Background: an optimization exercise with open tools, aiming at small area and a short achievable clock period. Do not read the settings as production practice.
Only simulation tests tie the RTL to the original design; equivalence was not proved.
Power is estimated from default activity; no workload was simulated.

== oak ==
==> flow/design.v <==
`timescale 1ns / 1ps
module rgb_to_grayscale(
    input clk,
    input rst,
    input [7:0] red_i,
    input [7:0] green_i,
    input [7:0] blue_i,
    input done_i,
    output reg [7:0] grayscale_o,
    output reg done_o
    );
reg [7:0] part_a;    
reg [4:0] part_b;    
reg [3:0] part_c;    
reg done_p;
always @(posedge clk) begin
    part_a  <= (red_i>>2) + (green_i>>1);
    part_b  <= (green_i>>4) + (blue_i>>4);
    part_c  <= (red_i>>5) + (blue_i>>5);
    grayscale_o <= part_a + part_b + part_c;
end
always @(posedge clk) begin
    if(rst) begin
        done_p <= 1'b0;
        done_o <= 1'b0;
    end else begin
        done_p <= done_i;
        done_o <= done_p;
    end
end
endmodule
`timescale 1ns / 1ps
module fifo_single_line_buffer #(parameter LEN = 322) (
    input clk,
    input we_i,
    input [7:0] data_i,
    output [8*LEN-1:0] data_o
    );
reg [8*LEN-1:0] line_data;
assign data_o = line_data;
always @(posedge clk) begin
    if(we_i) line_data <= {line_data[8*LEN-9:0], data_i};
end
endmodule
`timescale 1ns / 1ps
module fifo_double_line_buffer(
    input clk,
    input we_i,
    input [7:0] data_i,
    output [7:0] a0_o, a1_o, a2_o,
    output [7:0] m0_o, m2_o,
    output [7:0] d0_o, d1_o, d2_o
    );
localparam COLS = 160;
localparam LEN  = 2*COLS + 2;
wire [8*LEN-1:0] taps;
fifo_single_line_buffer #(.LEN(LEN)) FIFO_LINES(
    .clk(clk),
    .we_i(we_i),
    .data_i(data_i),
    .data_o(taps)
);
assign d2_o = data_i;
assign d1_o = taps[8*0 +: 8];
assign d0_o = taps[8*1 +: 8];
assign m2_o = taps[8*(COLS-1) +: 8];
assign m0_o = taps[8*(COLS+1) +: 8];
assign a2_o = taps[8*(2*COLS-1) +: 8];
assign a1_o = taps[8*(2*COLS) +: 8];
assign a0_o = taps[8*(2*COLS+1) +: 8];
endmodule
`timescale 1ns / 1ps
module sobel_data_modulate(
    input clk,
    input rst,
    input done_i,
    output done_o,
    output reg [8:0] keep_o
    );
localparam ROWS = 120;
localparam COLS = 160;
reg [7:0] iCounter;    
reg [6:0] iRows;
reg [7:0] iCols;
assign done_o = done_i && (iCounter == COLS + 1);
wire col_last = (iCols == COLS - 1);
wire row_last = (iRows == ROWS - 1);
wire top_n = col_last ? row_last : (iRows == 0);
wire bot_n = col_last ? (iRows == ROWS - 2) : row_last;
wire lft_n = col_last;
wire rgt_n = (iCols == COLS - 2);
always @(posedge clk) begin
    if(rst) begin
        iCounter <= 0;
    end else if(done_i && iCounter != COLS + 1) begin
        iCounter <= iCounter + 1;
    end
end
always @(posedge clk) begin
    if(rst) begin
        iRows <= 0;
        iCols <= 0;
        keep_o <= 9'b110_110_000;
    end else if(done_o) begin
        iCols <= col_last ? 8'd0 : iCols + 1;
        if(col_last)
            iRows <= row_last ? 7'd0 : iRows + 1;
        keep_o <= {~(bot_n | rgt_n), ~bot_n, ~(bot_n | lft_n),
                   ~rgt_n,           1'b1,   ~lft_n,
                   ~(top_n | rgt_n), ~top_n, ~(top_n | lft_n)};
    end
end
endmodule
`timescale 1ns / 1ps
module sobel_data_buffer(
    input clk,
    input rst,
    input [7:0] grayscale_i,
    input done_i,
    output [7:0] d0_o,
    output [7:0] d1_o,
    output [7:0] d2_o,
    output [7:0] d3_o,
    output [7:0] d5_o,
    output [7:0] d6_o,
    output [7:0] d7_o,
    output [7:0] d8_o,
    output done_o
    );
wire [7:0] a0, a1, a2, m0, m2, b0, b1, b2;
wire [8:0] keep;
fifo_double_line_buffer FIFO_DOUBLE_LINE_BUFFER(
    .clk(clk),
    .we_i(done_i),
    .data_i(grayscale_i),
    .a0_o(a0), .a1_o(a1), .a2_o(a2),
    .m0_o(m0), .m2_o(m2),
    .d0_o(b0), .d1_o(b1), .d2_o(b2)
);
sobel_data_modulate SOBEL_DATA_MODULATE(
    .clk(clk),
    .rst(rst),
    .done_i(done_i),
    .done_o(done_o),
    .keep_o(keep)
);
assign d0_o = a0 & {8{keep[0]}};
assign d1_o = a1 & {8{keep[1]}};
assign d2_o = a2 & {8{keep[2]}};
assign d3_o = m0 & {8{keep[3]}};
assign d5_o = m2 & {8{keep[5]}};
assign d6_o = b0 & {8{keep[6]}};
assign d7_o = b1 & {8{keep[7]}};
assign d8_o = b2 & {8{keep[8]}};
endmodule
`timescale 1ns / 1ps
module sobel_calc(
    input clk,
    input rst,
    input [7:0] d0_i,
    input [7:0] d1_i,
    input [7:0] d2_i,
    input [7:0] d3_i,
    input [7:0] d5_i,
    input [7:0] d6_i,
    input [7:0] d7_i,
    input [7:0] d8_i,
    input done_i,
    output reg [7:0] grayscale_o,
    output done_o
    );
reg [8:0] s06, s28, s02, s68;
reg [7:0] r1, r3, r5, r7;
reg [9:0] gx_p, gx_n, gy_p, gy_n;
reg [9:0] gx_d, gy_d;
reg [10:0] g_sum;
reg [4:0] done_shift;
always @(posedge clk) begin
    s06 <= d0_i + d6_i;
    s28 <= d2_i + d8_i;
    s02 <= d0_i + d2_i;
    s68 <= d6_i + d8_i;
    r1  <= d1_i;
    r3  <= d3_i;
    r5  <= d5_i;
    r7  <= d7_i;
end
always @(posedge clk) begin
    gx_p <= s06 + {r3, 1'b0};
    gx_n <= s28 + {r5, 1'b0};
    gy_p <= s02 + {r1, 1'b0};
    gy_n <= s68 + {r7, 1'b0};
end
always @(posedge clk) begin
    gx_d <= (gx_p >= gx_n) ? (gx_p - gx_n) : (gx_n - gx_p);
    gy_d <= (gy_p >= gy_n) ? (gy_p - gy_n) : (gy_n - gy_p);
end
always @(posedge clk) begin
    g_sum <= gx_d + gy_d;
end
always @(posedge clk) begin
    grayscale_o <= (g_sum >= 11'd60) ? 8'd225 : {2'b00, g_sum[5:0]};
end
always @(posedge clk) begin
    if(rst) done_shift <= 5'b00000;
    else    done_shift <= {done_shift[3:0], done_i};
end
assign done_o = done_shift[4];
endmodule
`timescale 1ns / 1ps
module sobel_kernel(
    input clk,
    input rst,
    input [7:0] grayscale_i,
    input done_i,
    output [7:0] grayscale_o,
    output done_o
    );
wire [7:0] d0, d1, d2, d3, d5, d6, d7, d8;
wire win_done;
sobel_data_buffer SOBEL_DATA_BUFFER(
    .clk(clk),
    .rst(rst),
    .grayscale_i(grayscale_i),
    .done_i(done_i),
    .d0_o(d0), .d1_o(d1), .d2_o(d2), .d3_o(d3),
    .d5_o(d5), .d6_o(d6), .d7_o(d7), .d8_o(d8),
    .done_o(win_done)
);
sobel_calc SOBEL_CALC(
    .clk(clk),
    .rst(rst),
    .d0_i(d0), .d1_i(d1), .d2_i(d2), .d3_i(d3),
    .d5_i(d5), .d6_i(d6), .d7_i(d7), .d8_i(d8),
    .done_i(win_done),
    .grayscale_o(grayscale_o),
    .done_o(done_o)
);
endmodule
`timescale 1ns / 1ps
module grayscale_to_rgb(
    input [7:0] grayscale_i,
    input done_i,
    output [7:0] red_o,
    output [7:0] green_o,
    output [7:0] blue_o,
    output done_o
    );
assign red_o   = grayscale_i;
assign green_o = grayscale_i;
assign blue_o  = grayscale_i;
assign done_o  = done_i;
endmodule
`timescale 1ns / 1ps
module sobel_mod(
    input clk,
    input rst,
    input [7:0] cam_red_i,
    input [7:0] cam_green_i,
    input [7:0] cam_blue_i,
    input cam_done_i,
    output [7:0] sobel_red_o,
    output [7:0] sobel_green_o,
    output [7:0] sobel_blue_o,
    output sobel_done_o
    );
wire [7:0] sobel_grayscale_i;
wire sobel_grayscale_i_done;
wire [7:0] sobel_grayscale_o;
wire sobel_grayscale_o_done;
rgb_to_grayscale RGB_TO_GRAYSCALE(
    .clk(clk),
    .rst(rst),
    .red_i(cam_red_i),
    .green_i(cam_green_i),
    .blue_i(cam_blue_i),
    .done_i(cam_done_i),
    .grayscale_o(sobel_grayscale_i),
    .done_o(sobel_grayscale_i_done)
);
sobel_kernel SOBEL_KERNEL(
    .clk(clk),
    .rst(rst),
    .grayscale_i(sobel_grayscale_i),
    .done_i(sobel_grayscale_i_done),
    .grayscale_o(sobel_grayscale_o),
    .done_o(sobel_grayscale_o_done)
);
grayscale_to_rgb GRAYSCALE_TO_RGB(
    .grayscale_i(sobel_grayscale_o),
    .done_i(sobel_grayscale_o_done),
    .red_o(sobel_red_o),
    .green_o(sobel_green_o),
    .blue_o(sobel_blue_o),
    .done_o(sobel_done_o)
);
endmodule
make LEC_CHECK=0 CAP_MARGIN=20 CORE_MARGIN=2 CORE_UTILIZATION=40 PLACE_DENSITY=0.6 SETUP_SLACK_MARGIN=3.5 SLEW_MARGIN=20 finish   # period 5.5 ns
run.sh (not shown) runs the stock make flow with config.mk's settings and CLKGATE_MAP_FILE= SYNTH_SCRIPT=/design/flow/synth_recipe.tcl, a recipe that flattens the netlist after the stock synthesis.
Relative to oak, the following input files were edited for pine:
- PLACE_DENSITY: 0.6 -> 0.75
- CTS_CLUSTER_SIZE: unset -> 24
- CORE_UTILIZATION: 40 -> 65
- CTS_CLUSTER_DIAMETER: unset -> 100
[summary]
Run comparison: pine worst setup path endpoint sobel_green_o[6]; oak worst setup path endpoint sobel_green_o[7]
Compared with oak, pine shows final wirelength that has gone up by more than 10%.
Compared with oak, pine ends up with less cell area.
| pin count of the biggest net entering global routing | higher: pine |
Going from oak to pine, wire length of the first global-routing pass grows by about 7%.
Fmax: pine higher than oak
pine vs oak on final-layout worst hold slack: pine is the higher one.
Setup changes, pine to birch
- removing CTS_CLUSTER_SIZE (formerly 24)
- changing SETUP_SLACK_MARGIN from 3.5 to 3.15
- removing CTS_CLUSTER_DIAMETER (formerly 100)
==> comparison <==
When birch is measured against pine, its clock network latency to the later pin of the worst-skew pair turns out 0.03 ns higher. pine and birch ended up with roughly the same area occupied by registers. Count of state elements after synthesis came out exactly the same in birch and pine. | clock transition at the registers of the reported paths | birch vs pine | 0.03 ns lower |.
For maple, these inputs were changed with respect to birch:
- a change of SETUP_SLACK_MARGIN from 3.15 to 3.5
Notes after the runs:
Est. power | maple vs birch | maple higher
The wire length per cell after detailed routing in maple sits 3.8% above the value recorded for birch.
Of maple and birch, birch shows the lower non-clock buffer count, with maple above it.
Cell area was lower in the run labelled birch.
Going from birch to maple, setup slack went up 0.18 ns; global-route wire length before repair went up 2.6%.

-- separate check: timing with driven ports --
Ports are ideal in the flow. The routed layouts listed here were re-timed in OpenROAD.
Step 1: set_driving_cell puts a clkbuf_16 on clk and a buf_2 on each other input, an assumption about the parent block.
Step 2 also shifts input and output timing later by t, the mid clock arrival at the registers, as if the neighbouring blocks saw the same clock.
Three values: no drivers, after step 1, after step 2; two values: the first two.
| run | shift t [ns] | slack for setup (ns) | clock arrival spread, ns | worst register clock-pin slew, ns |
|---|---|---|---|---|
| oak | 0.931 | 3.055 / 2.980 / 2.683 | 0.070 / 0.069 | 0.06 / 0.06 |
| pine | 0.871 | 3.102 / 3.024 / 2.753 | 0.040 / 0.040 | 0.11 / 0.11 |
| birch | 0.899 | 2.942 / 2.859 / 2.610 | 0.085 / 0.085 | 0.09 / 0.09 |
| maple | 0.907 | 3.124 / 3.040 / 2.737 | 0.085 / 0.085 | 0.09 / 0.09 |
After both steps every run listed still meets setup and hold. For maple, which loses most, drivers alone change the setup slack by -0.084 ns; drivers and shift together by -0.387 ns.
